What follows belongs to an exercise in optimizing a design on an open flow for small area; a production flow would make more cautious choices. The RTL was checked by simulation tests, not by an equivalence proof against the original design. In run 6 the design's own scripts or RTL, not TritonCTS, make the clock network. No driver is modelled on the clock port, so clock power and skew are understated where the tree is cut down; a real chip needs a root buffer or a tree. Power is estimated from default activity; no workload was simulated.

==> design.v <==
`timescale 1ns / 1ps
module XMLDecoder(
    input CLOCK,
    input rst,           
    input inValid,
    input inEop,
    input [7:0] in,
    output reg outValid,
    output reg outEop,
    output reg [7:0] out,
    output isData,
    output isTag,
    output reg isTagName,
    output reg isTagKey,
    output reg isTagValue,
    output reg isComment,
    output reg [3:0] tagDepth,
    output reg depthPush,
    output reg depthPop,
    output [7:0] s0,
    output [7:0] s1,
    output [7:0] s2,
    output [7:0] s3,
    output [7:0] s4,
    output [7:0] s5,
    output [7:0] s6,
    output [7:0] s7
    );
	reg eopn;
	reg eopnn;
	reg eopnnn;
	reg vnnn;
 	reg vnn;
	reg vn;
	reg [7:0] snnn;
	reg [7:0] snn;
	reg [7:0] sn;
	reg [7:0] sp;
	reg [7:0] spp;
	reg isClosingTag;
	reg isSelfClosingTag;
	reg intag;   
	reg [7:0] tagno [0:7];   
	wire onTagStartNext = sn == "<" && !(snn=="!" && snnn=="-");   
	wire onTagClose = (out == ">");		    
	wire onSelfCloseTag = (out =="/" || out == "?") && sn == ">";    
	wire onCloseThenData = onTagClose && sn != "<";
	wire isOpeningTag = intag && !isSelfClosingTag && !isClosingTag;
	wire _isData = outValid && !intag && !isComment;
	wire _isTag  = intag && !isComment;
	assign s0 = tagno[0];
	assign s1 = tagno[1];
	assign s2 = tagno[2];
	assign s3 = tagno[3];
	assign s4 = tagno[4];
	assign s5 = tagno[5];
	assign s6 = tagno[6];
	assign s7 = tagno[7];
	always @(posedge CLOCK) begin
		if (rst) begin
			eopnnn <= 1; eopnn <= 1; eopn <= 1; outEop <= 0;
			vnnn <= 0; vnn <= 0; vn <= 0; outValid <= 0;
			snnn <= 0; snn <= 0; sn <= 0; out <= 0; sp <= 0; spp <= 0;
			intag <= 0; isClosingTag <= 0; isSelfClosingTag <= 0;
			isTagName <= 0; isTagKey <= 0; isTagValue <= 0; isComment <= 0;
			tagDepth <= 0; depthPush <= 0; depthPop <= 0;
			tagno[0] <= 0; tagno[1] <= 0; tagno[2] <= 0; tagno[3] <= 0;
			tagno[4] <= 0; tagno[5] <= 0; tagno[6] <= 0; tagno[7] <= 0;
		end else begin
		eopnnn    <= inEop;
		eopnn     <= eopnnn;
		eopn      <= eopnn;
		outEop    <= eopn;
		if (inValid || eopn || eopnn || eopnnn || inEop) begin
			vnnn      <= inValid;
			vnn       <= vnnn;
			vn        <= vnn;
			outValid  <= vn;
			snnn      <= in;
			snn       <= snnn;
			sn        <= snn;
			out       <= sn;
			sp        <= out;
			spp       <= sp;
		end else begin
			outValid  <= 0;
		end
		if (outEop) begin	 
			tagDepth 		<= 0;
			tagno[0]		<= 0;
			tagno[1]		<= 0;
			tagno[2]		<= 0;
			tagno[3]		<= 0;
			tagno[4]		<= 0;
			tagno[5] 		<= 0;
			tagno[6] 		<= 0;
			intag            <= 0;
			isClosingTag     <= 0;
			isSelfClosingTag <= 0;
			isTagName        <= 0;
			isTagKey         <= 0;
			isTagValue       <= 0;
			isComment        <= 0;
			depthPush        <= 0;
			depthPop         <= 0;
		end else if (vn || eopn || eopnn || eopnnn) begin	 
			isComment <=  (( (sn == "<" && !eopn) && (snn == "!" && !eopnn) && (snnn == "-" && !eopnnn) && (in == "-" && !inEop)) || isComment )
						&& !(out == ">" && sp == "-" && spp == "-");
			if (!isComment) begin
				intag <= (intag || onTagStartNext) && !(onTagClose && !onTagStartNext);
				isTagName <= ((out == "<" && sn != "/") || (out=="/" && sp == "<") || isTagName)
				               && !(sn == " " || sn == ">");
				isTagKey <= (intag && out==" " || isTagKey) && sn!="=";
				isTagValue <= (intag && out=="=" || isTagValue) && !(sn == " " || sn == ">");
				isClosingTag <= (out != ">" && isClosingTag) || (out == "<" && sn == "/");
				isSelfClosingTag <= (isSelfClosingTag || onSelfCloseTag) && !onTagStartNext;
				if (onTagClose && isOpeningTag) begin
					tagDepth <= tagDepth + 8'h1;
				end else if (onTagClose && isClosingTag) begin
					tagDepth <= tagDepth - 8'h1;
				end else begin
					tagDepth <= tagDepth;
				end
				depthPush <= onTagClose && isOpeningTag;
				depthPop  <= onTagClose && isClosingTag;
				if (onTagClose) begin
					if (isClosingTag || isSelfClosingTag) begin
						if (tagDepth < 4'd8)
							tagno[tagDepth[2:0]] <= tagno[tagDepth[2:0]] + 8'h1;
						if (tagDepth < 4'd7)
							tagno[tagDepth[2:0] + 3'd1] <= 0;
					end
				end
			end
		end
		end  
	end
	assign isTag      = _isTag;
	assign isData     = _isData;
endmodule
==> run.sh <==
#!/bin/bash
# synth_recipe.tcl (not shown) runs the flow's synth.tcl, then flattens the netlist and writes it again
# the make line also repeats each setting of config.mk as NAME=value (left out here)
make -C /OpenROAD-flow-scripts/flow DESIGN_CONFIG=/design/flow/config.mk WORK_HOME=/design/flow/orfs CLKGATE_MAP_FILE= SYNTH_SCRIPT=/design/flow/synth_recipe.tcl finish
==> config.mk <==
export PLATFORM = sky130hd
export DESIGN_NAME = XMLDecoder
export DESIGN_NICKNAME = XMLDecoder
export VERILOG_FILES = /design/flow/design.v
export SDC_FILE = /design/flow/constraint.sdc
export NUM_CORES = 4
export LEC_CHECK = 0
export CAP_MARGIN = 20
export CORE_MARGIN = 2
export CORE_UTILIZATION = 40
export SLEW_MARGIN = 20
==> constraint.sdc <==
create_clock -name core_clock -period 5.0 [get_ports {CLOCK}]
set_input_delay 1.0000 -clock core_clock [delete_from_list [all_inputs] [get_ports {CLOCK}]]
set_output_delay 1.0000 -clock core_clock [all_outputs]
set_load 0.01 [all_outputs]
==> flow_summary_export.csv, run 1 <==
group,metric,value,unit
clocking,cts_tree,"built",
final_layout,drive_gt1_share,9.81,%
global_routing,grt_max_degree,57,
routing,via_per_inst,5.86,
clocking,cts-hold-fix-buffers,0,
placed_design,place_hpwl,13.9,mm
power_and_ir_drop,p_leak,0.00268,uW
yosys,yosysWarnings,1,
routing,dr.first_iter.drc_count,424,
yosys,synthCells,703,
sta,rsz0062_at_grt,"no",
power_and_ir_drop,p_total,2490,uW
final_layout,antennaDiodeCount,0,
yosys,synthesis.area,0.00607,mm^2
clocking,clockBufferDepth,2,
worst_hold_path,min_path_type,"reg2reg",
yosys,synthArstFlopShare,0,%
sta,whs,455,ps
yosys,post-synth-top-area-cell,"dfxtp_1",
final_layout,area_delta_synth_final,27.8,%
routing,drt_pre_antenna_iters,5,
yosys,synth.area.top_cells,"dfxtp_1 (45%), nand2_1 (7.7%), a21oi_1 (6.9%)",
sta,relSlewSlack,29.8,%
clocking,ctsResizeCount,0,
global_routing,grt-ovfl-total,0,
yosys,synth-seq-cells,136,
global_routing,first_global_vias,5468,
final_layout,final_common_cell,"dfxtp_1",
global_routing,track_usage,24.2,%
sta,skew,6.59,ps
final_layout,fillCellCount,1428,
yosys,syn_nets,720,
floorplanning,die_x,127,um
clocking,cts_sinks,136,
run,maxCapViolCount,0,
worst_setup_path,cp.arrival,3570,ps
yosys,yosysSeqAreaShare,44.8,%
clocking,cts.clk_slew.worst_paths,60,ps
sta,finalCritPeriodShare,65.1,%
routing,routedLengthMet1,8.64,mm
routing,wire_per_inst,19.4,um
clocking,clock_latency,420,ps
floorplanning,core,0.0150,mm^2
routing,vias,5756,
routing,ant_nets,0,
routing,routed-wl-met2,8.78,mm
floorplanning,row_count,45,
placed_design,place_congestion,0.878,
sta,fmax,307,MHz
sta,maxSlewViolCount,0,
sta,min_period,3260,ps
floorplanning,die_height,127,um
final_layout,multi_input_area,0.00314,mm^2
worst_setup_path,worst_ep_required_time,5310,ps
final_layout,nets,799,
placed_design,io_buffers,97,
floorplanning,start_util,40.4,%
worst_setup_path,cp_max_fo,9,
final_layout,layout_common_cells,"dfxtp_1 (136), nand2_1 (124), clkdlybuf4s50_1 (96)",
global_routing,grt_pass1_wl,30.6,mm
floorplanning,ios,98,
floorplanning,dieArea,0.0162,mm^2
clocking,cts_setup_buffers,0,
routing,wirelength,19.0,mm
sta,hold_viol_final,0,
worst_setup_path,end_kind,"register",
yosys,syn_area_per_cell,8.64,um^2
yosys,synth_cell_types,59,
sta,setup-tns-final,0,ps
status,status,"no timing/DRC/antenna violations",
worst_setup_path,crit_type,"reg2reg",
clocking,cts_root_buffer,"clkbuf_16",
worst_setup_path,start_kind,"register",
yosys,synth_edf_count,0,
clocking,htree_levels,4,
routing,topRoutingLayerUsed,"met4",
global_routing,antenna_found_initial,0,
final_layout,regArea,0.00272,mm^2
routing,route.met3.wl,1.20,mm
yosys,yosysTopAreaCellShare,44.8,%
sta,setup_viol,0,
clocking,numCtsBuffers,17,
yosys,synth_ff_type,"dfxtp_1",
power_and_ir_drop,vdd_ir_drop_max,0.000223,V
power_and_ir_drop,powerDensity,320,mW/mm^2
sta,worstMarginPinSlew,1050,ps
routing,drc,0,
[power breakdown]
part	total (uW)	switching, uW	internal, uW
clock network	1320	479	843
logic	55.2	33.2	22.1
registers	1110	12.4	1100
[stage by stage]
stage	setup WS [ps]	instances	area (um^2)	util [%]
3_3_place_gp	1600	951	7150	47.5
5_1_grt	1520	983	7770	51.7
6_report	1740	983	7770	51.7
2_1_floorplan	2070	703	6070	-
3_5_place_dp	1540	951	7150	47.5
4_1_cts	1750	983	7770	51.7
[worst max-delay path, cell delays in order (launching register included)]
cell	delay [ps]
dfxtp_1	690
mux4_2	600
mux2_2	390
ha_1	290
inv_1	80
nor3_1	50
xor2_1	680
nor2_1	120
o21ba_2	240
[final cells by class]
cell class	instances	share of cell area, %
Sequential cell	136	35.1
Timing Repair Buffer	106	13.3
Inverter	4	0.193
Tap cell	188	3.03
Clock buffer	19	5.70
Clock inverter	13	2.29
Multi-Input combinational cell	517	40.4
[cell usage after synthesis (all sizes together), types with 2 or more instances]
| cell type | instances |
|---|---|
| a31oi | 15 |
| nand2b | 5 |
| or4 | 5 |
| nor2b | 8 |
| nand3b | 3 |
| xnor2 | 6 |
| nand4 | 17 |
| and3 | 17 |
| xor2 | 3 |
| a311oi | 3 |
| mux4 | 16 |
| a21oi | 84 |
| dfxtp | 136 |
| and4b | 2 |
| o31ai | 3 |
| or2 | 6 |
| o21ai | 13 |
| nor3 | 10 |
| nand3 | 28 |
| nand2 | 124 |
| nor4b | 4 |
| and2 | 2 |
| mux2i | 7 |
| a32oi | 2 |
| o2bb2ai | 3 |
| nor3b | 5 |
| a22oi | 2 |
| buf | 13 |
| inv | 4 |
| nand4b | 9 |
| or3 | 7 |
| clkbuf | 33 |
| a22o | 9 |
| nor4 | 14 |
| mux2 | 3 |
| ha | 4 |
| nor2 | 68 |
[cell families after synthesis]
| group | count (synthesis) | share of synthesized area (%) |
|---|---|---|
| AOI/OAI and AO/OA | 141 | 13.7 |
| xor gates and xnor gates | 9 | 1.54 |
| adders and majority gates | 5 | 1.15 |
| buffers and inverters | 50 | 3.69 |
| DFF | 136 | 44.8 |
| muxes | 26 | 7.64 |
| and+or+nand+nor | 336 | 27.4 |
[worst paths after layout]
path         slack, ps     start     endpoint  depth (start not counted)
max reg2reg       1740  register  tagno[7][4]                          8
min                450    spp[5]       spp[5]                          2
max               1740  register  tagno[7][4]                          8
min reg2reg        450    spp[5]       spp[5]                          2
[state kept, by name, summed over array words and instances (netlist names), 4 cells and up, named ones only]
name,cells
sn,8
sp,8
tagDepth,4
spp,8
out,8
snnn,8
snn,8
tagno,64
[per-layer routing]
| layer | vias up | GRT usage, % |
|---|---|---|
| met2 | 218 | 37.4 |
| met3 | 31 | 4.86 |
| met1 | 2809 | 33.6 |
| met5 | - | 0 |
| li1 | 2698 | - |
| met4 | 0 | 9.18 |
==> inputs of run 2 (changes only) <==
==> design.v (replaced) <==
`timescale 1ns / 1ps
module XMLDecoder(
    input CLOCK,
    input rst,           
    input inValid,
    input inEop,
    input [7:0] in,
    output reg outValid,
    output reg outEop,
    output reg [7:0] out,
    output isData,
    output isTag,
    output reg isTagName,
    output reg isTagKey,
    output reg isTagValue,
    output reg isComment,
    output reg [3:0] tagDepth,
    output reg depthPush,
    output reg depthPop,
    output [7:0] s0,
    output [7:0] s1,
    output [7:0] s2,
    output [7:0] s3,
    output [7:0] s4,
    output [7:0] s5,
    output [7:0] s6,
    output [7:0] s7
    );
	reg eopn, eopnn, eopnnn;
	reg vnnn, vnn, vn;
	reg [7:0] snnn, snn, sn;
	reg spLt, spDash, spDash2;
	reg isClosingTag;
	reg isSelfClosingTag;
	reg intag;
	reg [7:0] tagno [0:7];
	wire outLt   = out == "<";
	wire outGt   = out == ">";
	wire outDash = out == "-";
	wire outSl   = out == "/";
	wire snLt    = sn == "<";
	wire snGt    = sn == ">";
	wire snSp    = sn == " ";
	wire onTagStartNext = snLt && !(snn == "!" && snnn == "-");
	wire onSelfCloseTag = (outSl || out == "?") && snGt;
	wire isOpeningTag   = intag && !isSelfClosingTag && !isClosingTag;
	wire eopAny = eopn || eopnn || eopnnn;
	wire shift  = inValid || inEop || eopAny;
	wire step   = !outEop && (vn || eopAny) && !isComment;
	wire bump   = step && outGt && (isClosingTag || isSelfClosingTag);
	assign s0 = tagno[0];
	assign s1 = tagno[1];
	assign s2 = tagno[2];
	assign s3 = tagno[3];
	assign s4 = tagno[4];
	assign s5 = tagno[5];
	assign s6 = tagno[6];
	assign s7 = tagno[7];
	assign isTag  = intag && !isComment;
	assign isData = outValid && !intag && !isComment;
	always @(posedge CLOCK) begin
		if (rst) begin
			eopnnn <= 1; eopnn <= 1; eopn <= 1; outEop <= 0;
		end else begin
			eopnnn <= inEop;
			eopnn  <= eopnnn;
			eopn   <= eopnn;
			outEop <= eopn;
		end
	end
	always @(posedge CLOCK) begin
		if (rst) begin
			vnnn <= 0; vnn <= 0; vn <= 0; outValid <= 0;
			snnn <= 0; snn <= 0; sn <= 0; out <= 0;
			spLt <= 0; spDash <= 0; spDash2 <= 0;
		end else if (shift) begin
			vnnn <= inValid; vnn <= vnnn; vn <= vnn; outValid <= vn;
			snnn <= in; snn <= snnn; sn <= snn; out <= sn;
			spLt <= outLt; spDash <= outDash; spDash2 <= outDash && spDash;
		end else begin
			outValid <= 0;
		end
	end
	always @(posedge CLOCK) begin
		if (rst || outEop) begin
			isComment <= 0;
		end else if (vn || eopAny) begin
			isComment <= ((snLt && !eopn) && (snn == "!" && !eopnn) && (snnn == "-" && !eopnnn) && (in == "-" && !inEop) || isComment)
			             && !(outGt && spDash2);
		end
	end
	always @(posedge CLOCK) begin
		if (rst || outEop) begin
			intag <= 0; isClosingTag <= 0; isSelfClosingTag <= 0;
			isTagName <= 0; isTagKey <= 0; isTagValue <= 0;
			tagDepth <= 0; depthPush <= 0; depthPop <= 0;
		end else if (step) begin
			intag <= (intag || onTagStartNext) && !(outGt && !onTagStartNext);
			isTagName <= ((outLt && sn != "/") || (outSl && spLt) || isTagName) && !(snSp || snGt);
			isTagKey <= (intag && out == " " || isTagKey) && sn != "=";
			isTagValue <= (intag && out == "=" || isTagValue) && !(snSp || snGt);
			isClosingTag <= (!outGt && isClosingTag) || (outLt && sn == "/");
			isSelfClosingTag <= (isSelfClosingTag || onSelfCloseTag) && !onTagStartNext;
			if (outGt && isOpeningTag)
				tagDepth <= tagDepth + 4'd1;
			else if (outGt && isClosingTag)
				tagDepth <= tagDepth - 4'd1;
			depthPush <= outGt && isOpeningTag;
			depthPop  <= outGt && isClosingTag;
		end
	end
	wire [7:0] cur = tagno[tagDepth[2:0]];
	wire [7:0] nxt = cur + 8'd1;
	wire live = !rst && !outEop;
	wire [7:0] busEven = (live && !tagDepth[0]) ? nxt : 8'd0;
	wire [7:0] busOdd  = (live &&  tagDepth[0]) ? nxt : 8'd0;
	genvar i;
	generate for (i = 0; i < 8; i = i + 1) begin : g_tag
		wire load = rst || (outEop && i != 7) || (bump && (tagDepth == i || (i != 0 && tagDepth == i - 1)));
		always @(posedge CLOCK)
			if (load) tagno[i] <= (i % 2) ? busOdd : busEven;
	end endgenerate
endmodule
==> run 2 against run 1 <==
  * First-iteration DRC count decreased by 40%
  * Synthesized cell count decreased by 32%
  * Count of clock-buffer cells in the layout increased by 4
  * Sequential power about the same
  * Hold slack improved by 1.1 ps
  * Clock skew increased by 1.4 ps
  * Critical path depth increased by 2
  * Maximum frequency decreased by 4.2%
  * Core utilization increased by 2.7 points
==> flow_summary_export.csv, run 2 <==
group,metric,value,unit
floorplanning,dieArea,0.0136,mm^2
worst_setup_path,start_kind,"register",
sta,fmax,294,MHz
placed_design,io_buffers,97,
global_routing,grt_pass1_wl,21.6,mm
clocking,ctsResizeCount,0,
routing,wire_per_inst,18.7,um
final_layout,area_delta_synth_final,33.7,%
placed_design,placed_area,0.00620,mm^2
floorplanning,core,0.0125,mm^2
final_layout,drive_gt1_share,10.5,%
yosys,yosysTopAreaCellShare,37.7,%
sta,finalCritPeriodShare,67.9,%
worst_hold_path,min_path_type,"reg2reg",
yosys,synthesis.area,0.00509,mm^2
floorplanning,die_x,117,um
yosys,synth_most_common_cell,"nand2_1",
routing,drt_pre_antenna_iters,5,
worst_hold_path,hold_path_startpoint,"spLt",
sta,skew,8.00,ps
routing,wirelength,14.2,mm
sta,whs,456,ps
floorplanning,die_height,117,um
routing,drc,0,
global_routing,met3_usage,5.05,%
clocking,cts_sinks,120,
clocking,cts_root_buffer,"clkbuf_16",
status,status,"no timing/DRC/antenna violations",
sta,maxSlewViolCount,0,
sta,setup_viol,0,
final_layout,largest_register_ffs,64,
floorplanning,ios,98,
yosys,synth.area.top_cells,"edfxtp_1 (38%), dfxtp_1 (22%), nand2_1 (6.5%)",
final_layout,final_common_cell,"clkdlybuf4s50_1",
worst_setup_path,cp_max_fo,12,
sta,min_period,3400,ps
final_layout,layout_common_cells,"clkdlybuf4s50_1 (97), nand2_1 (88), edfxtp_1 (64)",
yosys,synth_cell_types,61,
final_layout,post-route-util,54.4,%
worst_setup_path,timing.rr.start,"tagDepth[0]",
final_layout,antennaDiodeCount,0,
global_routing,grt_use_met1,26.6,%
worst_setup_path,crit_type,"reg2reg",
yosys,synthCells,477,
clocking,htree_levels,4,
yosys,syn_nets,497,
clocking,cts_setup_buffers,0,
final_layout,nets,596,
final_layout,regMostFlops,"tagno",
routing,dr.first_iter.drc_count,255,
clocking,cts-hold-fix-buffers,0,
placed_design,place_hpwl,10.1,mm
worst_setup_path,worst_ep_required_time,5130,ps
placed_design,place_congestion,0.879,
routing,vias,4068,
worst_setup_path,cp.arrival,3530,ps
power_and_ir_drop,vdd_ir_drop_max,0.000179,V
yosys,synth-seq-cells,120,
yosys,synth_edf_count,64,
yosys,yosysSeqAreaShare,59.8,%
clocking,numCtsBuffers,17,
routing,ant_nets,0,
sta,relSlewSlack,34.1,%
clocking,cts.clk_slew.worst_paths,50,ps
sta,worstMarginPinSlew,987,ps
worst_setup_path,end_kind,"register",
yosys,synth_ff_type,"edfxtp_1",
yosys,yosysWarnings,2,
yosys,syn_area_per_cell,10.7,um^2
power_and_ir_drop,powerDensity,369,mW/mm^2
global_routing,use_met2,36.6,%
final_layout,final_area,0.00681,mm^2
yosys,synthArstFlopShare,0,%
global_routing,grt_max_degree,47,
sta,rsz0062_at_grt,"no",
worst_setup_path,crit_start,"tagDepth[0]",
floorplanning,row_count,41,
sta,setup-tns-final,0,ps
final_layout,fillCellCount,1180,
floorplanning,start_util,40.7,%
yosys,post-synth-top-area-cell,"edfxtp_1",
global_routing,first_global_vias,3972,
sta,hold_viol_final,0,
clocking,clock_latency,410,ps
global_routing,top_usage_layer,"met2",
power_and_ir_drop,p_leak,0.00242,uW
yosys,yosys-top-cells-count,"nand2_1 (88), edfxtp_1 (64), dfxtp_1 (56), a21oi_1 (45), nor2_1 (35)",
clocking,clockBufferDepth,2,
routing,via_per_inst,5.35,
global_routing,antenna_found_initial,0,
global_routing,track_usage,21.3,%
run,maxCapViolCount,0,
global_routing,grt-ovfl-total,0,
clocking,cts_tree,"built",
==> run 2: area by class of cell <==
| class | count | area [um^2] | area share [%] |
|---|---|---|---|
| Inverter | 8 | 30.0 | 0.441 |
| Clock buffer | 23 | 519 | 7.63 |
| Multi-Input combinational cell | 323 | 1880 | 27.6 |
| Timing Repair Buffer | 106 | 1040 | 15.3 |
| Sequential cell | 120 | 3040 | 44.7 |
| Clock inverter | 9 | 85.1 | 1.25 |
| Tap cell | 172 | 215 | 3.16 |
==> run 2: final timing paths <==
check | to | slack (ps) | cells past startpoint
hold / removal | spLt | 460 | 2
hold reg to reg | spLt | 460 | 2
setup reg to reg | tagno[6][6] | 1600 | 10
setup / recovery | tagno[6][6] | 1600 | 10
==> run 2: cells by family after synthesis <==
kind of cell             synth area share (%)
XOR/XNOR                                 1.20
adder cells (fa/ha/maj)                  1.97
AND/OR/NAND/NOR                          18.3
multiplexers                             1.30
flip-flops                               59.8
buffers and inverters                    3.42
AO/OA/AOI/OAI                            14.1
==> run 2: routing by layer <==
layer / routed length (um) / part of all wire, %
met2: 7200 / 51
met5: 0 / 0
met3: 701 / 4.9
met1: 6040 / 43
met4: 267 / 1.9
==> run 2: per-stage QoR <==
step           setup slack [ps]  total power (uW)  cells
3_5_place_dp               1650              1310    729
5_1_grt                    1360              2590    761
2_1_floorplan              1850              1200    477
3_3_place_gp               1770              1310    729
4_1_cts                    1630              2530    761
6_report                   1600              2510    761
==> run 2: critical path, cell delays in order (launching register included) <==
cell and delay [ps]:
dfxtp_1 440, inv_1 170, ha_1 410, a211o_4 440, or2_4 290, a31oi_2 330
ha_1 290, o221ai_1 130, nor4_1 250, xnor2_1 220, nor2_1 130
==> run 2: power by group <==
group	leakage, uW	internal (uW)	switching (uW)
clock network	0.000292	783	438
logic	0.000969	87.7	85.2
registers	0.00116	1080	34.0
total	0.00242	1960	557
==> inputs of run 3 (changes only) <==
==> flow/run.sh (new file) <==
#!/bin/bash
# Own layout flow: the standard ORFS flow (standard.sh) with
#  - an area-oriented abc script in synthesis (flow/synth.tcl, flow/area.abc),
#  - the smallest buffer (buf_1) on every input and output port,
#  - CTS without dummy load cells, using small clock buffers.
# The full make output goes to run.log in the work folder; each ORFS tool's log
# is under orfs/logs/.
set -euo pipefail
WORK=$(pwd)
export FLOW_SYNTH_TCL=$WORK/synth_recipe.tcl
export AREA_ABC_SCRIPT=$WORK/flow/area.abc
bash standard.sh \
  "SYNTH_SCRIPT=$WORK/flow/synth.tcl" \
  "BUFFER_PORTS_ARGS=-buffer_cell sky130_fd_sc_hd__buf_1" \
  "CTS_ARGS=-sink_clustering_enable -repair_clock_nets -dont_use_dummy_load -buf_list sky130_fd_sc_hd__clkbuf_4" \
  finish > "$WORK/run.log" 2>&1
==> flow/area.abc (new file) <==
&get -n
&st
&dc2
&dch
&nf -R 1000 -p -a -C 32
&put
==> flow/synth.tcl (new file) <==
# The standard synthesis (synth_recipe.tcl) with one change: the combinational
# mapping step (abc) runs an area-oriented script, flow/area.abc, in place of the
# ORFS speed script. Flip-flop mapping and register names are untouched.
proc abc {args} {
  set i [lsearch -exact $args -script]
  if { $i >= 0 } { lset args [expr {$i + 1}] $::env(AREA_ABC_SCRIPT) }
  yosys abc {*}$args
}
source $::env(FLOW_SYNTH_TCL)
==> standard.sh (new file) <==
#!/bin/bash
# synth_recipe.tcl (not shown) runs the flow's synth.tcl, then flattens the netlist and writes it again
# the make line also repeats each setting of config.mk as NAME=value (left out here)
make -C /OpenROAD-flow-scripts/flow DESIGN_CONFIG=/design/flow/config.mk WORK_HOME=/design/flow/orfs CLKGATE_MAP_FILE= SYNTH_SCRIPT=/design/flow/synth_recipe.tcl "${@:-finish}"
--- a/config.mk
+++ b/config.mk
@@ -7,5 +7,5 @@
 export LEC_CHECK = 0
 export CAP_MARGIN = 20
 export CORE_MARGIN = 2
-export CORE_UTILIZATION = 40
+export CORE_UTILIZATION = 30
 export SLEW_MARGIN = 20
removed: run.sh
==> run 3 against run 2 <==
  * Synthesized area shrank 6.6%
  * Sequential cell count is the same
  * Synthesized cell count shrank 9.4%
  * Via count shrank 2.6%
  * Non-clock buffer count shrank 3
  * Sequential share of layout area grew 10 points
  * Die area grew 24%
  * Register-to-register slack lost 260 ps
  * Critical path depth is the same
  * Core utilization shrank 19 points
  * Clock power shrank 64%
  * Critical path type unchanged
==> flow_summary_export.csv, run 3 <==
group,metric,value,unit
status,status,"no timing/DRC/antenna violations",
routing,routedLengthMet1,5.51,mm
worst_setup_path,cp.arrival,3880,ps
global_routing,antenna_found_initial,0,
yosys,synth.area.top_cells,"edfxtp_1 (40%), dfxtp_1 (24%), nor2_1 (8.1%)",
worst_hold_path,min_path_type,"reg2reg",
clocking,cts-hold-fix-buffers,0,
floorplanning,dieArea,0.0169,mm^2
power_and_ir_drop,vdd_ir_drop_max,0.000137,V
placed_design,place_inst,750,
sta,setup-tns-final,0,ps
sta,maxSlewViolCount,0,
global_routing,first_global_vias,3716,
clocking,clock_latency,520,ps
yosys,synth_edf_count,64,
yosys,synthesis.area,0.00476,mm^2
yosys,synth_most_common_cell,"nor2_1",
routing,route.met3.wl,1.21,mm
placed_design,io_buffers,97,
power_and_ir_drop,clkPwrFrac,26.6,%
worst_setup_path,crit_start,"tagDepth[0]",
worst_hold_path,holdPathStages,2,
run,maxCapViolCount,0,
worst_setup_path,critical_path.cell_chain,"clkinv_1 -> ha_1 -> and2_0 -> nor3_1 -> nand2_1 -> a31oi_1 -> nand3_1 -> nor4_1 -> xor2_1 -> nor2_1",
worst_setup_path,cp_max_fo,16,
yosys,syn_area_per_cell,11.0,um^2
power_and_ir_drop,powerDensity,300,mW/mm^2
routing,dr.first_iter.drc_count,478,
worst_setup_path,crit_slowest_cell,"dfxtp_1",
clocking,clockBufferDepth,2,
floorplanning,die_x,130,um
final_layout,regMostFlops,"tagno",
worst_setup_path,rrSetupSlack,1350,ps
routing,drc,0,
floorplanning,start_util,30.3,%
placed_design,dp_slack,1390,ps
final_layout,area_delta_synth_final,17.0,%
final_layout,final_common_cell,"nor2_1",
floorplanning,ios,98,
worst_hold_path,whs_endpoint,"depthPop",
yosys,yosys-top-cells-count,"nor2_1 (103), edfxtp_1 (64), dfxtp_1 (56), nor3_1 (42), nand2_1 (25)",
final_layout,largest_register_ffs,64,
clocking,cts_setup_buffers,0,
global_routing,grt_pass1_wl,20.4,mm
sta,fmax,274,MHz
global_routing,grt-ovfl-total,0,
power_and_ir_drop,p_int,1270,uW
floorplanning,die_height,130,um
routing,drt_pre_antenna_iters,9,
final_layout,fin_cells,768,
routing,wirelength,13.2,mm
sta,rsz0062_at_grt,"no",
worst_hold_path,hold_path_startpoint,"depthPop",
yosys,synthArstFlopShare,0,%
floorplanning,core,0.0157,mm^2
power_and_ir_drop,pwr-share-comb,6.8,%
sta,relSlewSlack,36.1,%
yosys,synthCells,432,
clocking,ctsResizeCount,0,
power_and_ir_drop,p_sw,401,uW
worst_setup_path,timing.rr.start,"tagDepth[0]",
yosys,synth_ff_type,"edfxtp_1",
power_and_ir_drop,swShare,24.0,%
sta,min_period,3650,ps
floorplanning,row_count,46,
placed_design,place_hpwl,9.46,mm
routing,routed-wl-met2,6.34,mm
sta,setup_viol,0,
sta,layout_setup_ws,1350,ps
yosys,yosysSeqAreaShare,64.0,%
power_and_ir_drop,pwr-share-seq,66.6,%
routing,topRoutingLayerUsed,"met4",
routing,via_per_inst,5.16,
final_layout,layout_common_cells,"nor2_1 (103), buf_1 (96), edfxtp_1 (64)",
sta,hold_viol_final,0,
worst_setup_path,r2r-end,"tagno[2][7]",
worst_setup_path,rr_worst_depth,10,
worst_setup_path,max_stage_delay,520,ps
global_routing,grt_max_degree,45,
yosys,synth-seq-cells,120,
yosys,yosysTopAreaCellShare,40.4,%
global_routing,track_usage,16.0,%
yosys,synth_cell_types,38,
routing,wire_per_inst,17.2,um
sta,skew,47.7,ps
worst_setup_path,end_kind,"register",
placed_design,place_congestion,0.892,
sta,finalCritPeriodShare,73.1,%
clocking,htree_levels,4,
clocking,numCtsBuffers,17,
final_layout,fillCellCount,1622,
clocking,cts_root_buffer,"clkbuf_4",
yosys,post-synth-top-area-cell,"edfxtp_1",
clocking,cts.clk_slew.worst_paths,90,ps
worst_setup_path,start_kind,"register",
final_layout,nets,574,
clocking,cts_tree,"built",
final_layout,antennaDiodeCount,0,
worst_setup_path,worst_ep_required_time,5230,ps
clocking,cts_sinks,120,
sta,worstMarginPinSlew,951,ps
worst_setup_path,crit_type,"reg2reg",
routing,vias,3962,
yosys,syn_nets,452,
routing,ant_nets,0,
power_and_ir_drop,p_leak,0.00197,uW
final_layout,drive_gt1_share,4.53,%
yosys,yosysWarnings,2,
[run 3: kinds of logic after synthesis]
group                    after synthesis  share of synthesized area [%]
XOR/XNOR                               8                           1.47
flip-flops                           120                           64.0
adder cells (fa/ha/maj)                8                           2.10
AND/OR/NAND/NOR                      231                           23.1
buffers and inverters                  4                          0.316
AO/OA/AOI/OAI                         61                           9.02
[run 3: cell type report]
class,instances,area (um^2),share of cell area (%)
multi-input combinational,308,1700,30.5
timing repair buffer,103,410,7.37
clock buffer,17,128,2.29
sequential,120,3040,54.7
inverter,4,15.0,0.270
tap,216,270,4.86
[run 3: per-stage QoR]
stage	utilization [%]	area, um^2	power [uW]	hold WS [ps]
final	35.4	5570	1670	457
after global routing	35.4	5570	1750	476
after CTS	35.4	5560	1680	459
after detailed placement	34.6	5430	1250	441
after global placement	34.6	5430	1250	447
after floorplan	-	4760	1190	423
[run 3: power by group through the flow]
stage	sequential (uW)	clock [uW]	combinational, uW
2_1_floorplan	1140	0	42.1
3_3_place_gp	1140	0	112
3_5_place_dp	1140	0	114
4_1_cts	1110	456	115
5_1_grt	1120	499	126
6_report	1110	445	114
[run 3: worst max-delay path: cells and delay by family (launching register included)]
| kind | cells | cell delay [ps] |
|---|---|---|
| buffers and inverters | 1 | 240 |
| adder cells (fa/ha/maj) | 1 | 280 |
| AND/OR/NAND/NOR | 6 | 1690 |
| XOR/XNOR | 1 | 240 |
| flip-flops | 1 | 520 |
| AO/OA/AOI/OAI | 1 | 410 |
[run 3: worst max-delay path by stage]
stage                        to  cells after the start
finish              tagno[2][7]                     10
global route        tagno[4][6]                     11
CTS                 tagno[7][1]                      8
detailed placement  tagno[7][7]                     10
global placement    tagno[7][5]                      8
floorplan                  spLt                      4
[run 3: routing by layer]
layer,vias to the layer above,track usage [%]
met5,-,0
met4,0,5.25
li1,1862,-
met3,21,4.51
met1,1856,20.2
met2,223,26.6
==> inputs of run 4 (changes only) <==
--- a/design.v
+++ b/design.v
@@ -109,7 +109,10 @@
 			depthPop  <= outGt && isClosingTag;
 		end
 	end
-	wire [7:0] cur = tagno[tagDepth[2:0]];
+	wire [7:0] cur = ({8{tagDepth[2:0]==3'd0}} & tagno[0]) | ({8{tagDepth[2:0]==3'd1}} & tagno[1])
+	                | ({8{tagDepth[2:0]==3'd2}} & tagno[2]) | ({8{tagDepth[2:0]==3'd3}} & tagno[3])
+	                | ({8{tagDepth[2:0]==3'd4}} & tagno[4]) | ({8{tagDepth[2:0]==3'd5}} & tagno[5])
+	                | ({8{tagDepth[2:0]==3'd6}} & tagno[6]) | ({8{tagDepth[2:0]==3'd7}} & tagno[7]);
 	wire [7:0] nxt = cur + 8'd1;
 	wire live = !rst && !outEop;
 	wire [7:0] busEven = (live && !tagDepth[0]) ? nxt : 8'd0;
==> flow/area.abc (replaced) <==
&get -n
&st
&deepsyn -T 60
&dch
&nf -R 1000 -p -a -C 32
&put
==> flow/synth.tcl (replaced) <==
# The standard synthesis (synth_recipe.tcl) with one change: the combinational
# mapping step (abc) runs an area-oriented script, flow/area.abc (a 60 s
# &deepsyn restructuring, then area-recovering &nf mapping), in place of the
# ORFS speed script. Flip-flop mapping and register names are untouched.
proc abc {args} {
  set i [lsearch -exact $args -script]
  if { $i >= 0 } { lset args [expr {$i + 1}] $::env(AREA_ABC_SCRIPT) }
  yosys abc {*}$args
}
source $::env(FLOW_SYNTH_TCL)
==> run 4 against run 3 <==
  * Critical path type unchanged
  * Sequential share of layout area rose by 2.0 points
  * Largest cell class unchanged
  * Still clean
  * Wire length fell by 3.4%
  * Non-clock buffer count did not move
  * Total power rose by 0.21%
  * Register-to-register slack improved by 240 ps
==> flow_summary_export.csv, run 4 <==
group,metric,value,unit
routing,wirelength,12.8,mm
floorplanning,start_util,30.4,%
sta,layout_setup_ws,1580,ps
power_and_ir_drop,p_sw,399,uW
worst_setup_path,path_depth,9,
yosys,yosysWarnings,2,
worst_setup_path,rr_worst_depth,9,
routing,drt_pre_antenna_iters,5,
sta,maxSlewViolCount,0,
clocking,numCtsBuffers,17,
floorplanning,core,0.0151,mm^2
yosys,synthArstFlopShare,0,%
worst_setup_path,cp.arrival,3550,ps
floorplanning,row_count,45,
sta,min_period,3420,ps
worst_setup_path,critical_path.cell_chain,"nor3b_1 -> nor2b_1 -> nand4_1 -> nor2_1 -> nand2_1 -> nor3_1 -> nand2_1 -> nand2_1 -> a21o_1",
sta,skew,47.9,ps
run,maxCapViolCount,0,
placed_design,place_congestion,0.870,
global_routing,grt_max_degree,38,
sta,setup_viol,0,
routing,wire_per_inst,19.5,um
clocking,cts-hold-fix-buffers,0,
worst_setup_path,worst_ep_required_time,5130,ps
worst_setup_path,start_kind,"register",
yosys,synthesis.area,0.00459,mm^2
clocking,clockBufferDepth,2,
yosys,synth-seq-cells,120,
worst_setup_path,crit_slowest_cell,"nor3_1",
routing,ant_nets,0,
yosys,synth_edf_count,64,
power_and_ir_drop,p_total,1680,uW
clocking,clock_latency,520,ps
placed_design,place_hpwl,9.17,mm
floorplanning,dieArea,0.0163,mm^2
floorplanning,die_x,128,um
sta,relSlewSlack,39.3,%
routing,vias,3635,
worst_setup_path,crit_buf_inv,0,
power_and_ir_drop,p_leak,0.00187,uW
routing,dr.first_iter.drc_count,354,
global_routing,grt_pass1_wl,19.2,mm
global_routing,grt-ovfl-total,0,
worst_setup_path,cpMostUsedCell,"nand2_1",
sta,hold_viol_final,0,
sta,rsz0062_at_grt,"no",
yosys,synthCells,349,
yosys,synth_cell_types,38,
placed_design,place_inst,640,
yosys,syn_area_per_cell,13.2,um^2
global_routing,first_global_vias,3447,
power_and_ir_drop,clkPwrFrac,26.5,%
worst_setup_path,cp_max_fo,9,
yosys,post-synth-top-area-cell,"edfxtp_1",
worst_setup_path,critPathTopFamily,"simple AND/OR/NAND/NOR gates",
floorplanning,die_height,128,um
yosys,synth_most_common_cell,"edfxtp_1",
routing,via_per_inst,5.53,
clocking,cts_tree,"built",
power_and_ir_drop,p_int,1280,uW
placed_design,io_buffers,97,
status,status,"no timing/DRC/antenna violations",
sta,finalCritPeriodShare,68.3,%
power_and_ir_drop,vdd_ir_drop_max,0.000134,V
clocking,cts_sinks,120,
worst_setup_path,crit_type,"reg2reg",
clocking,htree_levels,4,
final_layout,nets,491,
worst_setup_path,max_stage_delay,560,ps
worst_setup_path,end_kind,"register",
final_layout,area_delta_synth_final,17.0,%
final_layout,fillCellCount,1523,
yosys,synth_ff_type,"edfxtp_1",
final_layout,final_common_cell,"buf_1",
floorplanning,ios,98,
sta,fmax,293,MHz
clocking,cts_setup_buffers,0,
placed_design,dp_slack,1670,ps
power_and_ir_drop,powerDensity,312,mW/mm^2
yosys,yosysSeqAreaShare,66.3,%
final_layout,fin_cells,657,
power_and_ir_drop,swShare,23.8,%
final_layout,largest_register_ffs,64,
worst_hold_path,min_path_type,"reg2reg",
final_layout,layout_common_cells,"buf_1 (97), edfxtp_1 (64), dfxtp_1 (56)",
yosys,synth.area.top_cells,"edfxtp_1 (42%), dfxtp_1 (24%), a22o_1 (6.7%)",
clocking,cts.clk_slew.worst_paths,80,ps
power_and_ir_drop,pwr-share-comb,6.9,%
final_layout,post-route-util,35.6,%
power_and_ir_drop,pwr-share-seq,66.6,%
worst_hold_path,holdPathStages,1,
final_layout,regArea,0.00304,mm^2
yosys,yosys-top-cells-count,"edfxtp_1 (64), dfxtp_1 (56), a22o_1 (35), nor2_1 (32), nand2_1 (19)",
yosys,yosysTopAreaCellShare,41.9,%
sta,worstMarginPinSlew,904,ps
final_layout,antennaDiodeCount,0,
clocking,cts_root_buffer,"clkbuf_4",
sta,setup-tns-final,0,ps
yosys,syn_nets,369,
global_routing,track_usage,15.7,%
clocking,ctsResizeCount,0,
final_layout,regMostFlops,"tagno",
global_routing,antenna_found_initial,0,
final_layout,multi_input_area,0.00153,mm^2
final_layout,drive_gt1_share,5.33,%
routing,drc,0,
[run 4: changes by cell type in the layout (fill, tap and decap cells not counted), moves of 5 or more]
cell and delta:
o21ai_0 -5, nor3_1 -35, nand2_1 -6, a22o_1 +31
a21oi_1 -7, a222oi_1 +8, nor2_1 -72
[run 4: stage by stage]
stage / hold WS, ps / cell area (um^2)
floorplan: 419 / 4590
global placement: 438 / 5230
detailed placement: 443 / 5240
CTS: 455 / 5370
global route: 483 / 5370
finish: 454 / 5370
[run 4: path summary, 6_finish.rpt]
kind         slack, ps     endpoint  startpoint
max               1580  tagno[1][7]      out[5]
min                450         eopn       eopnn
max reg2reg       1580  tagno[1][7]      out[5]
min reg2reg        450         eopn       eopnn
[run 4: routing by layer]
metal,global-route usage [%],part of all wire (%)
met1,20.3,43
met2,25.2,47
met3,4.59,7.9
met4,5.88,1.4
met5,0,0
[run 4: power groups by stage]
| stage | Sequential, uW | Combinational, uW | Clock (uW) |
|---|---|---|---|
| 2_1_floorplan | 1140 | 46.3 | 0 |
| 3_3_place_gp | 1140 | 114 | 0 |
| 3_5_place_dp | 1140 | 116 | 0 |
| 4_1_cts | 1120 | 117 | 455 |
| 5_1_grt | 1120 | 126 | 495 |
| 6_report | 1120 | 116 | 445 |
[run 4: layout make-up]
class                           count  area share (%)
Tap cell                          188            4.38
Timing Repair Buffer              103            7.62
Clock buffer                       17            2.38
Inverter                            6           0.419
Multi-Input combinational cell    223            28.5
Sequential cell                   120            56.7
[run 4: kinds of logic (layout without fill, tap and decap cells)]
kind of cell | Yosys count | after routing | synth area share (%)
muxes | 2 | 2 | 0.436
adders and majority gates | 8 | 8 | 2.18
and+or+nand+nor | 122 | 122 | 14.4
buffers and inverters | 6 | 126 | 0.491
xor gates and xnor gates | 6 | 6 | 1.15
AOI/OAI and AO/OA | 85 | 85 | 15.0
DFF | 120 | 120 | 66.3
==> inputs of run 5 (changes only) <==
--- a/design.v
+++ b/design.v
@@ -114,13 +114,12 @@
 	                | ({8{tagDepth[2:0]==3'd4}} & tagno[4]) | ({8{tagDepth[2:0]==3'd5}} & tagno[5])
 	                | ({8{tagDepth[2:0]==3'd6}} & tagno[6]) | ({8{tagDepth[2:0]==3'd7}} & tagno[7]);
 	wire [7:0] nxt = cur + 8'd1;
-	wire live = !rst && !outEop;
-	wire [7:0] busEven = (live && !tagDepth[0]) ? nxt : 8'd0;
-	wire [7:0] busOdd  = (live &&  tagDepth[0]) ? nxt : 8'd0;
 	genvar i;
 	generate for (i = 0; i < 8; i = i + 1) begin : g_tag
-		wire load = rst || (outEop && i != 7) || (bump && (tagDepth == i || (i != 0 && tagDepth == i - 1)));
+		wire clr  = rst || (outEop && i != 7);
+		wire inc  = !rst && bump && tagDepth == i;
+		wire keep = !clr && !(bump && (tagDepth == i || (i != 0 && tagDepth == i - 1)));
 		always @(posedge CLOCK)
-			if (load) tagno[i] <= (i % 2) ? busOdd : busEven;
+			tagno[i] <= ({8{inc}} & nxt) | ({8{keep}} & tagno[i]);
 	end endgenerate
 endmodule
==> run 5 against run 4 <==
  * Final cell count is 14% higher
  * Clock skew shrank 9.9 ps
  * Via count up 18%
  * Hold slack got worse by 3.3 ps
  * Largest cell class unchanged
==> flow_summary_export.csv, run 5 <==
group,metric,value,unit
status,status,"no timing/DRC/antenna violations",
final_layout,nets,584,
power_and_ir_drop,p_leak,0.00181,uW
yosys,synthAdderAreaFrac,2.22,%
final_layout,area_delta_synth_final,16.7,%
yosys,synth_compound_area_share,25.5,%
routing,wire_per_inst,19.2,um
clocking,htree_levels,4,
sta,worstMarginPinSlew,1080,ps
yosys,synth_most_common_cell,"dfxtp_1",
worst_setup_path,end_kind,"register",
routing,drc,0,
worst_setup_path,crit_buf_inv,3,
yosys,yosys-top-cells-count,"dfxtp_1 (120), a22o_1 (70), nand2_1 (51), o21ai_0 (36), nor2_1 (23)",
routing,ant_nets,0,
sta,hold_viol_final,0,
final_layout,multi_input_area,0.00209,mm^2
yosys,synth_top_family_by_area,"compound AO/OA/AOI/OAI gates",
power_and_ir_drop,powerDensity,280,mW/mm^2
worst_setup_path,path_depth,11,
yosys,yosysSeqAreaShare,53.2,%
worst_setup_path,crit_type,"reg2reg",
clocking,ctsResizeCount,0,
yosys,synthArstFlopShare,0,%
yosys,synth_ff_type,"dfxtp_1",
routing,vias,4275,
final_layout,regMostFlops,"tagno",
yosys,synthSimpleGateAreaFrac,16.6,%
sta,setup_viol,0,
worst_hold_path,holdPathStages,1,
global_routing,grt-ovfl-total,0,
floorplanning,row_count,44,
final_layout,largest_register_ffs,64,
sta,relSlewSlack,27.8,%
yosys,syn_nets,466,
final_layout,regArea,0.00240,mm^2
global_routing,antenna_found_initial,0,
floorplanning,start_util,30.8,%
worst_setup_path,crit_slowest_cell,"dfxtp_1",
worst_setup_path,rr_worst_depth,11,
clocking,cts.clk_slew.worst_paths,90,ps
worst_setup_path,worst_ep_required_time,5440,ps
sta,maxSlewViolCount,0,
power_and_ir_drop,swShare,22.8,%
placed_design,place_hpwl,10.3,mm
worst_setup_path,cp.arrival,4430,ps
floorplanning,ios,98,
worst_setup_path,critical_path.cell_chain,"clkinv_1 -> ha_1 -> a222oi_1 -> nand2_1 -> a211oi_1 -> clkinv_1 -> ha_1 -> nor3b_1 -> xnor2_1 -> clkinv_1 -> o21ai_0",
sta,min_period,4000,ps
routing,wirelength,14.3,mm
clocking,numCtsBuffers,17,
global_routing,grt_pass1_wl,22.6,mm
floorplanning,die_height,127,um
clocking,clockBufferDepth,2,
power_and_ir_drop,p_total,1470,uW
clocking,cts_root_buffer,"clkbuf_4",
yosys,yosysWarnings,2,
worst_setup_path,cp_max_fo,12,
yosys,muxShareOfSynthArea,0,%
floorplanning,die_x,127,um
yosys,synth.area.top_cells,"dfxtp_1 (53%), a22o_1 (14%), nand2_1 (4.2%)",
clocking,clock_latency,530,ps
final_layout,drive_gt1_share,3.74,%
yosys,synthesis.area,0.00452,mm^2
placed_design,io_buffers,97,
yosys,synth_xor_area_share,1.75,%
power_and_ir_drop,pwr-share-seq,66.3,%
sta,skew,38.1,ps
routing,dr.first_iter.drc_count,408,
yosys,synth_cell_types,33,
clocking,cts_setup_buffers,0,
floorplanning,core,0.0146,mm^2
worst_setup_path,cpMostUsedCell,"clkinv_1",
clocking,cts-hold-fix-buffers,0,
power_and_ir_drop,p_sw,337,uW
placed_design,place_congestion,0.925,
floorplanning,dieArea,0.0161,mm^2
power_and_ir_drop,pwr-share-comb,3.1,%
yosys,synth-seq-cells,120,
sta,setup-tns-final,0,ps
yosys,synthCells,446,
global_routing,first_global_vias,4158,
clocking,cts_sinks,120,
worst_setup_path,max_stage_delay,530,ps
worst_hold_path,min_path_type,"reg2reg",
yosys,post-synth-top-area-cell,"dfxtp_1",
sta,finalCritPeriodShare,80.0,%
run,maxCapViolCount,0,
power_and_ir_drop,vdd_ir_drop_max,0.000179,V
power_and_ir_drop,p_int,1140,uW
power_and_ir_drop,clkPwrFrac,30.5,%
yosys,synth_edf_count,0,
routing,drt_pre_antenna_iters,5,
global_routing,track_usage,18.1,%
worst_setup_path,start_kind,"register",
yosys,yosysTopAreaCellShare,53.2,%
yosys,syn_area_per_cell,10.1,um^2
worst_setup_path,critPathTopFamily,"compound AO/OA/AOI/OAI gates",
sta,fmax,250,MHz
sta,rsz0062_at_grt,"no",
final_layout,layout_common_cells,"dfxtp_1 (120), buf_1 (97), a22o_1 (70)",
final_layout,fillCellCount,1540,
global_routing,grt_max_degree,22,
clocking,cts_tree,"built",
routing,via_per_inst,5.72,
final_layout,final_common_cell,"dfxtp_1",
==> run 5: worst reg2reg max path: stages, from the launching register on <==
cell and delay (ps):
dfxtp_1 530, clkinv_1 290, ha_1 440, a222oi_1 320
nand2_1 100, a211oi_1 510, clkinv_1 320, ha_1 330
nor3b_1 170, xnor2_1 500, clkinv_1 230, o21ai_0 210
==> run 5: layer usage <==
metal | share of wire (%) | vias to the layer above | GRT usage (%) | routed length (um)
li1 | - | 1964 | - | -
met1 | 42 | 2027 | 22.3 | 6020
met2 | 46 | 250 | 29.3 | 6600
met3 | 9.7 | 34 | 6.41 | 1390
met4 | 2.3 | 0 | 6.66 | 336
met5 | 0 | - | 0 | 0
==> run 5: kinds of logic after synthesis <==
group,after synthesis
AO/OA/AOI/OAI,152
AND/OR/NAND/NOR,148
flip-flops,120
XOR/XNOR,9
buffers and inverters,9
adder cells (fa/ha/maj),8
==> run 5: final timing paths <==
| path | from | endpoint | slack, ps |
|---|---|---|---|
| worst min-delay path | eopnn | eopn | 450 |
| worst min register to register | eopnn | eopn | 450 |
| worst max register to register | tagDepth[2] | tagno[1][4] | 1000 |
| worst max-delay path | tagDepth[2] | tagno[1][4] | 1000 |
==> run 5: metrics by stage <==
stage | hold WS, ps | setup WS (ps) | cell area [um^2] | util (%) | std cells
after floorplan | 427 | 1120 | 4520 | - | 446
after global placement | 435 | 1400 | 5130 | 35.1 | 729
after detailed placement | 444 | 1090 | 5130 | 35.1 | 729
after CTS | 450 | 1090 | 5260 | 35.9 | 746
after global routing | 470 | 573 | 5270 | 36.0 | 746
final | 451 | 1000 | 5270 | 36.0 | 747
==> run 5: layout make-up <==
type                       instances  area share [%]
clock buffer                      17            2.42
inverter                           9           0.641
antenna                            1          0.0475
multi-input combinational        317            39.7
tap                              184            4.37
sequential                       120            45.6
timing repair buffer              99            7.19
==> run 5: power by group through the flow <==
stage          clock network (uW)  logic, uW  registers, uW
2_1_floorplan                   0       25.9            997
3_5_place_dp                    0       45.6           1000
4_1_cts                       466       45.6            978
6_report                      450       46.4            978
5_1_grt                       500       50.3            980
3_3_place_gp                    0       44.8           1000
==> inputs of run 6 (changes only) <==
==> flow/run.sh (replaced) <==
#!/bin/bash
# Own layout flow: the standard ORFS flow (standard.sh) with
#  - an area-oriented abc script in synthesis (flow/synth.tcl, flow/area.abc),
#  - the smallest buffer (buf_1) on every input and output port,
#  - a hand-built two-level clock tree in place of TritonCTS (flow/cts_hook.tcl,
#    flow/manual_cts.tcl): CLOCK -> clkinv_8 -> 10 clkinv_4 -> flip-flops.
# The full make output goes to run.log in the work folder; each ORFS tool's log
# is under orfs/logs/.
set -euo pipefail
WORK=$(pwd)
export FLOW_SYNTH_TCL=$WORK/synth_recipe.tcl
export AREA_ABC_SCRIPT=$WORK/flow/area.abc
export MCTS_ROOT=sky130_fd_sc_hd__clkinv_8
export MCTS_LEAF=sky130_fd_sc_hd__clkinv_4
export MCTS_NLEAF=10
bash standard.sh \
  "SYNTH_SCRIPT=$WORK/flow/synth.tcl" \
  "BUFFER_PORTS_ARGS=-buffer_cell sky130_fd_sc_hd__buf_1" \
  "PRE_CTS_TCL=$WORK/flow/cts_hook.tcl" \
  finish > "$WORK/run.log" 2>&1
==> flow/cts_hook.tcl (new file) <==
# PRE_CTS_TCL hook: ORFS's cts.tcl calls clock_tree_synthesis right after this
# file is sourced; this replaces that call with the two-level clock tree of
# manual_cts.tcl (inverter root, inverter leaves). Everything else in cts.tcl
# (placement legalisation, timing repair) runs as usual.
source [file join [file dirname [info script]] manual_cts.tcl]
proc clock_tree_synthesis {args} {
  manual_clock_tree $::env(MCTS_ROOT) $::env(MCTS_LEAF) $::env(MCTS_NLEAF)
  set_propagated_clock [all_clocks]
}
==> flow/manual_cts.tcl (new file) <==
# Two-level clock tree built by hand: CLOCK -> one root cell -> NLEAF leaf cells
# -> flip-flops. Sinks are split into NLEAF clusters of (nearly) equal size by
# a capacity-limited k-means on their placed locations; each leaf sits at its
# cluster's centroid and the root at the centroid of the leaves. Root and leaf
# cells are both buffers or both inverters, so the flip-flops see CLOCK's own
# polarity.
proc mcts_out_iterm {inst} {
  foreach it [$inst getITerms] {
    if {[$it isOutputSignal]} { return $it }
  }
  error "no output on [$inst getName]"
}
proc mcts_in_iterm {inst} {
  foreach it [$inst getITerms] {
    if {[$it isInputSignal]} { return $it }
  }
  error "no input on [$inst getName]"
}
proc manual_clock_tree {root_cell leaf_cell nleaf} {
  set db [ord::get_db]
  set block [ord::get_db_block]
  set clknet [$block findNet CLOCK]
  set sinks {}
  set pts {}
  foreach it [$clknet getITerms] {
    lappend sinks $it
    set bb [[$it getInst] getBBox]
    lappend pts [list [expr {([$bb xMin] + [$bb xMax]) / 2.0}] [expr {([$bb yMin] + [$bb yMax]) / 2.0}]]
  }
  set n [llength $sinks]
  set cap [expr {int(ceil(double($n) / $nleaf))}]
  # initial centres: spread along x then y
  set order [lsort -real -index 0 $pts]
  set cents {}
  for {set k 0} {$k < $nleaf} {incr k} {
    lappend cents [lindex $order [expr {int(($k + 0.5) * $n / $nleaf)}]]
  }
  for {set iter 0} {$iter < 40} {incr iter} {
    # all (distance, sink, centre) pairs, nearest first; fill each centre up to cap
    set pairs {}
    for {set s 0} {$s < $n} {incr s} {
      set p [lindex $pts $s]
      for {set k 0} {$k < $nleaf} {incr k} {
        set c [lindex $cents $k]
        lappend pairs [list [expr {abs([lindex $p 0] - [lindex $c 0]) + abs([lindex $p 1] - [lindex $c 1])}] $s $k]
      }
    }
    set pairs [lsort -real -index 0 $pairs]
    set assign [lrepeat $n -1]
    set fill [lrepeat $nleaf 0]
    foreach pr $pairs {
      lassign $pr d s k
      if {[lindex $assign $s] >= 0 || [lindex $fill $k] >= $cap} continue
      lset assign $s $k
      lset fill $k [expr {[lindex $fill $k] + 1}]
    }
    set newc {}
    for {set k 0} {$k < $nleaf} {incr k} {
      set sx 0.0; set sy 0.0; set cnt 0
      foreach p $pts a $assign {
        if {$a == $k} { set sx [expr {$sx + [lindex $p 0]}]; set sy [expr {$sy + [lindex $p 1]}]; incr cnt }
      }
      if {$cnt > 0} { lappend newc [list [expr {$sx / $cnt}] [expr {$sy / $cnt}]] } else { lappend newc [lindex $cents $k] }
    }
    set cents $newc
  }
  set sx 0.0; set sy 0.0
  foreach c $cents { set sx [expr {$sx + [lindex $c 0]}]; set sy [expr {$sy + [lindex $c 1]}] }
  foreach it $sinks { $it disconnect }
  set root [odb::dbInst_create $block [$db findMaster $root_cell] clkroot_CLOCK]
  $root setLocation [expr {int($sx / $nleaf)}] [expr {int($sy / $nleaf)}]
  $root setPlacementStatus PLACED
  set rnet [odb::dbNet_create $block clknet_root_CLOCK]
  $rnet setSigType CLOCK
  [mcts_in_iterm $root] connect $clknet
  [mcts_out_iterm $root] connect $rnet
  set leafm [$db findMaster $leaf_cell]
  for {set k 0} {$k < $nleaf} {incr k} {
    set c [lindex $cents $k]
    set leaf [odb::dbInst_create $block $leafm clkleaf_${k}_CLOCK]
    $leaf setLocation [expr {int([lindex $c 0])}] [expr {int([lindex $c 1])}]
    $leaf setPlacementStatus PLACED
    set lnet [odb::dbNet_create $block clknet_leaf_${k}_CLOCK]
    $lnet setSigType CLOCK
    [mcts_in_iterm $leaf] connect $rnet
    [mcts_out_iterm $leaf] connect $lnet
    foreach it $sinks a $assign { if {$a == $k} { $it connect $lnet } }
  }
  global_connect
}
==> run 6 against run 5 <==
  * Still clean
  * Wire length rose by 0.46%
  * Sequential share of layout area rose by 0.23 points
  * Die area did not move
  * Clock skew fell by 16 ps
  * Via count fell by 1.5%
  * Total power fell by 3.1%
  * Global-route usage fell by 0.82 points
  * Core utilization fell by 0.18 points
  * Register-to-register slack got worse by 60 ps
  * Critical endpoint unchanged
==> flow_summary_export.csv, run 6 <==
group,metric,value,unit
final_layout,largest_register_ffs,64,
worst_setup_path,timing.rr.start,"tagDepth[2]",
global_routing,antenna_found_initial,0,
worst_setup_path,rrSetupSlack,940,ps
yosys,post-synth-top-area-cell,"dfxtp_1",
routing,via_per_inst,5.69,
yosys,synth_most_common_cell,"dfxtp_1",
yosys,synth_cell_types,33,
sta,setup_viol,0,
floorplanning,core,0.0146,mm^2
yosys,synth_compound_area_share,25.5,%
power_and_ir_drop,vdd_ir_drop_max,0.000193,V
final_layout,drive_gt1_share,2.70,%
floorplanning,row_count,44,
floorplanning,die_height,127,um
global_routing,first_global_vias,4115,
global_routing,grt_pass1_wl,22.7,mm
floorplanning,dieArea,0.0161,mm^2
global_routing,grt-ovfl-total,0,
routing,drt_pre_antenna_iters,9,
yosys,synthSimpleGateAreaFrac,16.6,%
global_routing,track_usage,17.3,%
yosys,yosysTopAreaCellShare,53.2,%
final_layout,nets,578,
sta,rsz0062_at_grt,"no",
sta,hold_viol_final,0,
yosys,synthAdderAreaFrac,2.22,%
clocking,clock_latency,270,ps
yosys,synthCells,446,
routing,wire_per_inst,19.5,um
clocking,cts_setup_buffers,0,
sta,maxSlewViolCount,0,
worst_setup_path,crit_type,"reg2reg",
floorplanning,start_util,30.8,%
yosys,yosysSeqAreaShare,53.2,%
worst_setup_path,cp_max_fo,12,
final_layout,area_delta_synth_final,16.1,%
sta,finalCritPeriodShare,81.2,%
routing,wirelength,14.4,mm
floorplanning,ios,98,
final_layout,fillCellCount,1538,
clocking,ctsResizeCount,0,
yosys,muxShareOfSynthArea,0,%
sta,relSlewSlack,28.3,%
power_and_ir_drop,p_total,1430,uW
yosys,synth.area.top_cells,"dfxtp_1 (53%), a22o_1 (14%), nand2_1 (4.2%)",
worst_setup_path,rr_worst_depth,11,
yosys,yosysWarnings,2,
worst_setup_path,worst_ep_required_time,5180,ps
worst_setup_path,end_kind,"register",
final_layout,final_common_cell,"dfxtp_1",
placed_design,place_congestion,0.925,
sta,worstMarginPinSlew,1070,ps
clocking,cts.clk_slew.worst_paths,90,ps
final_layout,fin_cells,740,
yosys,syn_area_per_cell,10.1,um^2
sta,whs,465,ps
yosys,synth_top_family_by_area,"compound AO/OA/AOI/OAI gates",
placed_design,place_inst,729,
final_layout,antennaDiodeCount,0,
floorplanning,die_x,127,um
worst_setup_path,crit_start,"tagDepth[2]",
power_and_ir_drop,powerDensity,272,mW/mm^2
yosys,synth_ff_type,"dfxtp_1",
yosys,synthArstFlopShare,0,%
clocking,cts-hold-fix-buffers,0,
yosys,synthesis.area,0.00452,mm^2
sta,min_period,4060,ps
placed_design,place_hpwl,10.3,mm
routing,ant_nets,0,
worst_hold_path,min_path_type,"reg2reg",
routing,drc,0,
worst_setup_path,r2r-end,"tagno[1][4]",
worst_setup_path,cp.arrival,4240,ps
final_layout,layout_common_cells,"dfxtp_1 (120), buf_1 (97), a22o_1 (70)",
placed_design,io_buffers,97,
sta,skew,21.6,ps
sta,fmax,246,MHz
routing,vias,4211,
global_routing,grt_max_degree,22,
yosys,synth_xor_area_share,1.75,%
status,status,"no timing/DRC/antenna violations",
worst_setup_path,worstSetupEndpoint,"tagno[1][4]",
worst_setup_path,start_kind,"register",
yosys,synth_edf_count,0,
yosys,syn_nets,466,
run,maxCapViolCount,0,
final_layout,regMostFlops,"tagno",
yosys,yosys-top-cells-count,"dfxtp_1 (120), a22o_1 (70), nand2_1 (51), o21ai_0 (36), nor2_1 (23)",
sta,setup-tns-final,0,ps
power_and_ir_drop,p_leak,0.00178,uW
routing,dr.first_iter.drc_count,414,
yosys,synth-seq-cells,120,
[run 6: cell count changes in the layout (fill, tap and decap cells not counted), sizes merged]
cell | before | now
diode | 1 | 0
clkbuf | 17 | 0
clkinv | 9 | 20
[run 6: power breakdown]
part	total [uW]	leakage, uW	switching (uW)	internal [uW]
clock network	404	0.0000481	354	49.8
registers	979	0.000972	11.3	967
logic	46.3	0.000756	30.6	15.7
[run 6: area by class of cell]
class / count / area (um^2) / area share [%]
Timing Repair Buffer: 99 / 379 / 7.23
Inverter: 20 / 138 / 2.62
Sequential cell: 120 / 2400 / 45.8
Multi-Input combinational cell: 317 / 2090 / 39.9
Tap cell: 184 / 230 / 4.39
[run 6: kinds of logic (layout without fill, tap and decap cells)]
| family | count (synthesis) | in the layout |
|---|---|---|
| AO/OA/AOI/OAI | 152 | 152 |
| XOR/XNOR | 9 | 9 |
| adder cells (fa/ha/maj) | 8 | 8 |
| buffers and inverters | 9 | 119 |
| flip-flops | 120 | 120 |
| AND/OR/NAND/NOR | 148 | 148 |
[run 6: worst min-delay path by stage]
stage | start | endpoint | cells after the start
after floorplan | spDash | spDash | 1
after global placement | spDash | spDash | 1
after detailed placement | spDash | spDash | 1
after CTS | spDash | spDash | 1
after global routing | tagno[7][6] | tagno[7][6] | 2
final | spDash | spDash | 1
[run 6: per-layer routing]
metal	up-vias	track usage, %	part of all wire [%]
met5	-	0	0
met4	0	3.75	2.0
met3	26	3.54	9.2
met2	214	29.5	46
met1	2021	22.6	42
li1	1950	-	-
[run 6: critical path: stages, from the launching register on]
cell      delay (ps)
dfxtp_1          540
clkinv_1         290
ha_1             440
a222oi_1         320
nand2_1           90
a211oi_1         520
clkinv_1         320
ha_1             330
nor3b_1          170
xnor2_1          510
clkinv_1         230
o21ai_0          210
[run 6: stage by stage]
| step | utilization [%] | setup WS (ps) | cell area [um^2] |
|---|---|---|---|
| floorplan | - | 1120 | 4520 |
| global placement | 35.1 | 1400 | 5130 |
| detailed placement | 35.1 | 1090 | 5130 |
| CTS | 35.8 | 1050 | 5240 |
| global route | 35.8 | 521 | 5240 |
| finish | 35.8 | 938 | 5240 |

==> afterwards: timing with drivers on the ports <==
How much do the figures lean on ideal ports? The routed layouts below were timed once more, with nothing changed but the port constraints. Step 1 sets driving cells, clkbuf_16 on the clock port and buf_2 on the other inputs (assumed; they add their load-dependent delay and slew). Step 2, shift: input delay + t, output delay - t, t = (earliest + latest rising clock arrival at the registers) / 2. This alone moves slack from input paths to output paths. Three values: ideal ports, drivers, drivers and shift; two values: the first two.
run | t, ns | setup WS [ns] | hold WS [ns] | cell pins on the clock port's net
run 1 | 0.461 | 1.745 / 1.745 / 1.454 | 0.455 / 0.455 / 0.455 | 1
run 2 | 0.445 | 1.604 / 1.604 / 1.604 | 0.456 / 0.456 / 0.456 | 1
run 3 | 0.525 | 1.346 / 1.346 / 1.346 | 0.457 / 0.457 / 0.457 | 1
run 4 | 0.525 | 1.583 / 1.583 / 1.583 | 0.454 / 0.454 / 0.454 | 1
run 5 | 0.545 | 1.001 / 1.001 / 1.001 | 0.451 / 0.451 / 0.451 | 1
run 6 | 0.317 | 0.938 / 0.938 / 0.938 | 0.465 / 0.465 / 0.465 | 1
After both steps setup and hold are still met in every run listed. The setup slack of run 1, which loses most, moves by 0.000 ns with the drivers and by -0.291 ns with both steps.
